This design comes from an exercise in tuning for small area and a short achievable clock period on the open sky130 flow, not from production work.
Function was checked by simulation only, so behaviour that the tests miss may differ from the original.
Power and IR drop assume default switching activity.

**flow/config.mk**
```make
export PLATFORM = sky130hd
export DESIGN_NAME = fpadd_pipeline
export DESIGN_NICKNAME = fpadd_pipeline
export VERILOG_FILES = /design/flow/design.v
export SDC_FILE = /design/flow/constraint.sdc
export NUM_CORES = 4
export LEC_CHECK = 0
export ABC_AREA = 1
export CAP_MARGIN = 20
export CORE_MARGIN = 2
export CORE_UTILIZATION = 40
export PLACE_DENSITY = 0.6
export SLEW_MARGIN = 20
```
**flow/constraint.sdc**
```tcl
create_clock -name core_clock -period 18.0 [get_ports {clk}]
set_input_delay 3.6000 -clock core_clock [delete_from_list [all_inputs] [get_ports {clk}]]
set_output_delay 3.6000 -clock core_clock [all_outputs]
set_load 0.01 [all_outputs]
```
**flow/design.v**
```verilog
module first_stage #(parameter FINE = 2) (
    input  [31:0] reg_A,
    input  [31:0] reg_B,
    output [22:0] m_big,
    output [23:0] m_sml,     
    output [FINE:0] d_lo,    
    output [7:0]  expo,
    output        sign,
    output        sub
    );
wire [7:0]  ea = reg_A[30:23];
wire [7:0]  eb = reg_B[30:23];
wire [8:0]  de   = {1'b0, ea} - {1'b0, eb};
wire        b_ex = de[8];                        
wire [4:0]  d    = b_ex ? eb[4:0] - ea[4:0] : ea[4:0] - eb[4:0];
wire        sat  = b_ex ? (de[7:5] != 3'b111) | (de[4:0] == 5'd0) : (de[7:5] != 3'd0);
wire        swap = reg_B[30:0] > reg_A[30:0];
wire [22:0] fs   = swap ? reg_A[22:0] : reg_B[22:0];
wire [4:0]  d_hi = {d[4:FINE], {FINE{1'b0}}};
wire [23:0] sh   = {1'b1, fs} >> d_hi;
assign m_big = swap ? reg_B[22:0] : reg_A[22:0];
assign m_sml = sat ? 24'd0 : sh;
assign d_lo  = {1'b0, d[FINE-1:0]};
assign expo  = b_ex ? eb : ea;
assign sign  = swap ? reg_B[31] : reg_A[31];
assign sub   = reg_A[31] ^ reg_B[31];
endmodule
module second_stage #(parameter FINE = 2, parameter NMID = 2) (
    input  [22:0] m_big,
    input  [23:0] m_sml,
    input  [FINE:0] d_lo,
    input  [7:0]  expo,
    input         sub,
    output [24:0] part,      
    output [7:0]  pexp       
    );
wire [23:0] ms = m_sml >> d_lo[FINE-1:0];
wire [24:0] a  = {2'b01, m_big};
wire [24:0] b  = {1'b0, ms} ^ {25{sub}};
reg  [25:0] G, P;
integer l, i;
always @(*) begin
    G = {a & b, sub};
    P = {a ^ b, 1'b0};
    for (l = 1; l < 32; l = l * 2)
        for (i = 2*l - 1; i < 26; i = i + 2*l) begin
            G[i] = G[i] | (P[i] & G[i-l]);
            P[i] = P[i] & P[i-l];
        end
    for (l = 8; l >= 1; l = l / 2)
        for (i = 3*l - 1; i < 26; i = i + 2*l) begin
            G[i] = G[i] | (P[i] & G[i-l]);
            P[i] = P[i] & P[i-l];
        end
end
wire [24:0] sum = (a ^ b) ^ G[24:0];
wire [24:0] s [0:5];
wire [7:0]  e [0:5];
assign s[0] = sum;
assign e[0] = expo + 8'd1;
genvar k;
generate for (k = 0; k < NMID; k = k + 1) begin : norm
    localparam N = 16 >> k;
    wire z = (s[k][24 -: N] == {N{1'b0}});
    assign s[k+1] = z ? {s[k][24-N:0], {N{1'b0}}} : s[k];
    assign e[k+1] = z ? e[k] - N : e[k];
end endgenerate
assign part = s[NMID];
assign pexp = e[NMID];
endmodule
module third_stage #(parameter NMID = 2) (
    input  [24:0] part,
    input  [7:0]  pexp,
    input         sign,
    output [31:0] result
    );
wire [24:0] s [0:5];
wire [7:0]  e [0:5];
assign s[NMID] = part;
assign e[NMID] = pexp;
genvar k;
generate for (k = NMID; k < 5; k = k + 1) begin : norm
    localparam N = 16 >> k;
    wire z = (s[k][24 -: N] == {N{1'b0}});
    assign s[k+1] = z ? {s[k][24-N:0], {N{1'b0}}} : s[k];
    assign e[k+1] = z ? e[k] - N : e[k];
end endgenerate
wire nz = s[5][24];                                 
assign result = {sign & nz, e[5] & {8{nz}}, s[5][23:1]};
endmodule
module fpadd_pipeline (input clk,
                       input reset,
                       input [31:0] reg_A,
                       input [31:0] reg_B,
                       output [31:0] out);
localparam FINE = 3;
localparam NMID = 2;
wire [22:0] m_big;
wire [23:0] m_sml;
wire [FINE:0] d_lo;
wire [7:0]  expo;
wire        sign, sub;
reg  [22:0] m_big_q;
reg  [23:0] m_sml_q;
reg  [FINE:0] d_lo_q;
reg  [7:0]  expo_q;
reg         sign_q, sub_q;
wire [24:0] part;
wire [7:0]  pexp;
reg  [24:0] part_q;
reg  [7:0]  pexp_q;
reg         sign2_q;
first_stage  #(.FINE(FINE)) stage1 (.reg_A(reg_A), .reg_B(reg_B), .m_big(m_big), .m_sml(m_sml),
                     .d_lo(d_lo), .expo(expo), .sign(sign), .sub(sub));
second_stage #(.FINE(FINE), .NMID(NMID)) stage2 (.m_big(m_big_q), .m_sml(m_sml_q), .d_lo(d_lo_q),
                     .expo(expo_q), .sub(sub_q), .part(part), .pexp(pexp));
third_stage  #(.NMID(NMID)) stage3 (.part(part_q), .pexp(pexp_q), .sign(sign2_q), .result(out));
always @(posedge clk) begin
    m_big_q <= m_big;
    m_sml_q <= m_sml;
    d_lo_q  <= d_lo;
    expo_q  <= expo;
    sign_q  <= sign;
    sub_q   <= sub;
    part_q  <= part;
    pexp_q  <= pexp;
    sign2_q <= sign_q;
end
endmodule
```
**flow/flow/run.sh**
```bash
#!/bin/bash
# Layout flow: the standard ORFS flow with three changes.
#  1. Synthesis maps with an area-oriented ABC script (flow/abc_area.script);
#     everything else in synthesis, including register naming, is ORFS's own.
#  2. Ports are buffered with sky130_fd_sc_hd__buf_1 instead of the delay cell
#     buffer_ports picks by default.
#  3. repair_timing aims for slack above SETUP_SLACK_MARGIN at the design's
#     clock period (the constraints themselves are unchanged).
# Each tool's output goes to its own log here and under orfs/logs.
set -euo pipefail
rm -rf orfs_scripts
cp -r "$FLOW_HOME/scripts" orfs_scripts
cp flow/abc_area.script orfs_scripts/abc_area.script
SCRIPTS_DIR="$PWD/orfs_scripts" bash standard.sh synth > synth.log 2>&1
BUFFER_PORTS_ARGS="-buffer_cell sky130_fd_sc_hd__buf_1" SETUP_SLACK_MARGIN=11 \
  bash standard.sh > layout.log 2>&1
```
**flow/flow/abc_area.script**
```
strash
dc2
dch -f
map -a
topo
stime -c
buffer -c
upsize -c
dnsize -c
```
**flow/standard.sh**
```bash
#!/bin/bash
# synth_recipe.tcl (not shown) runs the flow's synth.tcl, then flattens the netlist and writes it again
# the make line also repeats each setting of config.mk as NAME=value (left out here)
make -C /OpenROAD-flow-scripts/flow DESIGN_CONFIG=/design/flow/config.mk WORK_HOME=/design/flow/orfs CLKGATE_MAP_FILE= SYNTH_SCRIPT=/design/flow/synth_recipe.tcl "${@:-finish}"
```
==> results.txt <==
==> layer usage <==
metal	part of all wire [%]	vias up	GRT usage [%]	routed length, µm
met4	2.2	0	5.107	416
met5	0	-	0	0
met1	48	3151	25.21	9180
li1	-	3863	-	-
met2	46	150	30.47	8729
met3	3.8	29	2.658	719
==> metrics by stage <==
| stage | setup WS (ns) | cell area, µm² |
|---|---|---|
| 2_1_floorplan | 11.55 | 7669 |
| 3_3_place_gp | 10.53 | 8220 |
| 5_1_grt | 10.93 | 8802 |
| 4_1_cts | 10.97 | 8562 |
| 3_5_place_dp | 10.47 | 8220 |
| 6_report | 11.26 | 8802 |
==> cell usage in the layout, fill, tap and decap left out, types with 3 or more instances in the layout <==
| master | Yosys | routed |
|---|---|---|
| a21boi_0 | 12 | 12 |
| o21ai_0 | 129 | 127 |
| nand2_1 | 264 | 264 |
| buf_4 | 2 | 23 |
| o211ai_1 | 5 | 5 |
| a21oi_2 | 3 | 3 |
| nor3_1 | 16 | 14 |
| a2111oi_0 | 3 | 3 |
| nor4_1 | 6 | 5 |
| nand4_1 | 9 | 9 |
| buf_1 | 7 | 95 |
| clkinvlp_4 | 0 | 6 |
| buf_6 | 1 | 3 |
| a21oi_1 | 55 | 55 |
| ha_1 | 67 | 67 |
| nand3_2 | 2 | 4 |
| xor2_1 | 54 | 53 |
| a211oi_1 | 4 | 4 |
| nor2_1 | 86 | 83 |
| o21bai_1 | 8 | 8 |
| nand2_2 | 3 | 3 |
| fa_1 | 13 | 13 |
| dfxtp_1 | 94 | 91 |
| o21ai_1 | 2 | 4 |
| a31oi_1 | 4 | 4 |
| xnor2_1 | 4 | 4 |
| nand3_1 | 26 | 24 |
| nor2_4 | 1 | 4 |
| and3_1 | 3 | 3 |
| o22ai_1 | 9 | 9 |
| mux2i_1 | 23 | 23 |
| clkbuf_16 | 0 | 9 |
| a211oi_2 | 4 | 4 |
| or2_2 | 3 | 3 |
| inv_1 | 144 | 140 |
==> cell families (layout without fill, tap and decap cells) <==
family / after synthesis / after routing
flops: 94 / 94
xor+xnor: 59 / 59
fa+ha+maj: 80 / 80
compound gates: 251 / 251
simple gates: 422 / 424
mux: 23 / 23
buf+inv: 192 / 292
==> cell usage after synthesis (3+ instances only) <==
library cell	instances	area (µm²)
o21ai_0	129	645.6
xnor2_1	4	35.03
ha_1	67	838.3
o22ai_1	9	56.30
nand3_1	26	130.1
nor3_1	16	80.08
o211ai_1	5	37.54
a21boi_0	12	90.09
and3_1	3	18.77
nand2_1	264	991.0
clkbuf_1	32	120.1
nor4_1	6	37.54
buf_1	7	26.28
fa_1	13	260.3
dfxtp_1	94	1882
or2_2	3	18.77
nor2_1	86	322.8
a2111oi_0	3	26.28
o21bai_1	8	60.06
a211oi_1	4	30.03
nand2_2	3	18.77
xor2_1	54	473.0
a31oi_1	4	25.02
nand4_1	9	56.30
clkinv_1	3	11.26
inv_1	144	540.5
a21oi_1	55	275.3
mux2i_1	23	230.2
a211oi_2	4	50.05
a21oi_2	3	26.28
==> flip-flops by register name (all words and copies together) (netlist names) <==
register  flops
part_q       25
m_sml_q      24
m_big_q      23
expo_q        8
pexp_q        8
d_lo_q        3
sign2_q       1
sign_q        1
sub_q         1
==> critical path: cells and delay by family (launching register included) <==
family                    cells  cell delay, ns
AOI/OAI and AO/OA             2            0.37
xor gates and xnor gates      1            0.16
buffers and inverters         6            0.79
DFF                           1            0.41
and+or+nand+nor               7            1.04
==> layout make-up <==
cell class / count / area [µm²]
inverter: 148 / 573.1
clock inverter: 6 / 53.80
fill: 1958 / 9966
clock buffer: 10 / 239.0
sequential: 94 / 1888
timing repair buffer: 125 / 606.8
tap: 234 / 292.8
timing repair inverter: 3 / 17.52
multi-input combinational: 837 / 5131
==> power breakdown <==
group / leakage [nW] / total [W] / switching, W / internal [W]
Sequential: 0.787 / 0.000308 / 0.0000383 / 0.000270
Combinational: 3.26 / 0.000866 / 0.000550 / 0.000315
Clock: 0.142 / 0.000182 / 0.0000819 / 0.0000997
==> path summary, 6_finish.rpt <==
kind,startpoint,to,slack (ns),cells past startpoint
hold reg to reg,sign_q$_DFF_P_,sign2_q$_DFF_P_,0.35,0
setup / recovery,part_q[24]$_DFF_P_,out[30],11.26,16
setup reg to reg,d_lo_q[0]$_DFF_P_,part_q[12]$_DFF_P_,11.56,42
hold / removal,sign_q$_DFF_P_,sign2_q$_DFF_P_,0.35,0
==> timing repair <==
action	in CTS	in global routing
setup endpoints to repair	41	50
pin swaps	1	6
setup buffers	1	18
gates resized for setup	10	24
cloned	2	4
==> flow_metrics.env <==
export IMPL_outcome="timing/DRC/antenna clean"
export IMPL_synth_edf_count=0
export IMPL_grt_pass1_wl_um=30070
export IMPL_final_cells=1457
export IMPL_slowest_stage="dfxtp_1"
export IMPL_post_route_period_util_pct=37.46
export IMPL_drc=0
export IMPL_ys_seq_area_share_pct=24.54
export IMPL_syn_area_per_cell_um2=6.841
export IMPL_num_rows=50
export IMPL_hold_viol_final=0
export IMPL_yosys_area_share_simple_pct=22.60
export IMPL_coreArea_mm2=0.01877
export IMPL_start_util_pct=40.86
export IMPL_critPathCaptureType="primary output"
export IMPL_wl_um=19050
export IMPL_required_ns=14.40
export IMPL_synth_compound_area_share_pct=19.07
export IMPL_leakage_nw=4.192
export IMPL_viasPerCell=4.937
export IMPL_cts_tree="yes"
export IMPL_antenna_found_initial=0
export IMPL_synth_nets=1267
export IMPL_diodes=0
export IMPL_synth_ff_type="dfxtp_1"
export IMPL_relSlewSlack_pct=47.37
export IMPL_netlist_area_mm2=0.007669
export IMPL_path_clk_slew_ns=0.07
export IMPL_grt_max_degree=82
export IMPL_initialDrtViolationCount=335
export IMPL_worstPathCellList="nor4_4, buf_6, a21oi_1, inv_1, nor2_4, buf_6, nand2_1, or2_2, nor3_2, xor2_1, inv_1, nor2_1, inv_1, o21a_1, nor3_1, buf_1"
export IMPL_ant_nets=0
export IMPL_grt_pass1_vias=6234
export IMPL_ir_worst_vdd_uv=59.95
export IMPL_grt_remaining_overflow=0
export IMPL_wl_per_cell_um=13.07
export IMPL_synth_seq_cells=94
export IMPL_skew_ns=0.008137
export IMPL_cp_arrival_ns=3.14
export IMPL_fin_util_pct=46.90
export IMPL_rsz0062_at_grt="false"
export IMPL_die_w_um=142.5
export IMPL_cts_hold_buf=0
export IMPL_synthArstFlopShare_pct=0
export IMPL_tns_ns=0
export IMPL_power_density_mw_per_mm2=153.9
export IMPL_vias=7193
export IMPL_crit_fanout=25
export IMPL_synth_cells=1121
export IMPL_drive_above_1_share_pct=7.604
export IMPL_ys_warn_count=3
export IMPL_crit_top_cell="inv_1"
export IMPL_p_total_w=0.001355
export IMPL_synth_xor_area_share_pct=6.836
export IMPL_areaGrowthSynthToFinish_pct=14.78
export IMPL_port_buffer_count=96
export IMPL_clock_sinks=94
export IMPL_synth_cell_types=53
export IMPL_hold_class="flip-flop to flip-flop"
export IMPL_cts_buffer_depth=2
export IMPL_fmax_mhz=148.3
export IMPL_dp_cells=1416
export IMPL_fin_crit_ns=6.742
export IMPL_cap_violations=0
export IMPL_cts_max_level=3
export IMPL_die_h_um=142.5
export IMPL_path_class="flip-flop to primary output"
export IMPL_synthMuxAreaShare_pct=3.002
export IMPL_finalNetCount=1364
export IMPL_firstDrtPassIters=5
export IMPL_worst_slew_pin_slew_ns=0.7823
export IMPL_cp_slowest_stage_delay_ns=0.41
export IMPL_fp_dieArea_mm2=0.02029
export IMPL_track_usage_pct=18.47
export IMPL_dp_hpwl_um=15600
export IMPL_ios=98
export IMPL_gp_congestion=0.9349
export IMPL_finalMaxSlewViolations=0
export IMPL_cts_root_buffer_cell="clkbuf_16"
export IMPL_synth_top_family_by_area="simple AND/OR/NAND/NOR gates"
export IMPL_clkLatencyLatePin_ns=0.35
export IMPL_synth_fa_ha_area_share_pct=14.33
export IMPL_finalSetupViolCount=0
export IMPL_critPathLaunchType="flip-flop"
export IMPL_numCtsBuffers=9
export IMPL_holdWs_ns=0.3514

re-timing with driven ports:
In the flow no input, the clock included, has a driving cell. The finished layout below was timed again as built, in two steps.
Step 1 sets driving cells, clkbuf_16 on the clock port and buf_2 on the other inputs (assumed; they add their load-dependent delay and slew).
Step 2 adds t to the input delays and takes it off the output delays; t is the mean of the earliest and latest rising clock arrival at the registers after step 1. Input paths then give back, and output paths get back, about the clock's delay inside the block.
Slacks: ideal / step 1 / step 2; pairs: ideal / step 1.
t, ns: 0.388
setup slack, ns: 11.258 / 11.214 / 10.933
worst setup path at the end: input to register
After both steps this run still meets setup and hold. The setup slack of this run moves by -0.044 ns with the drivers and by -0.325 ns with both steps.
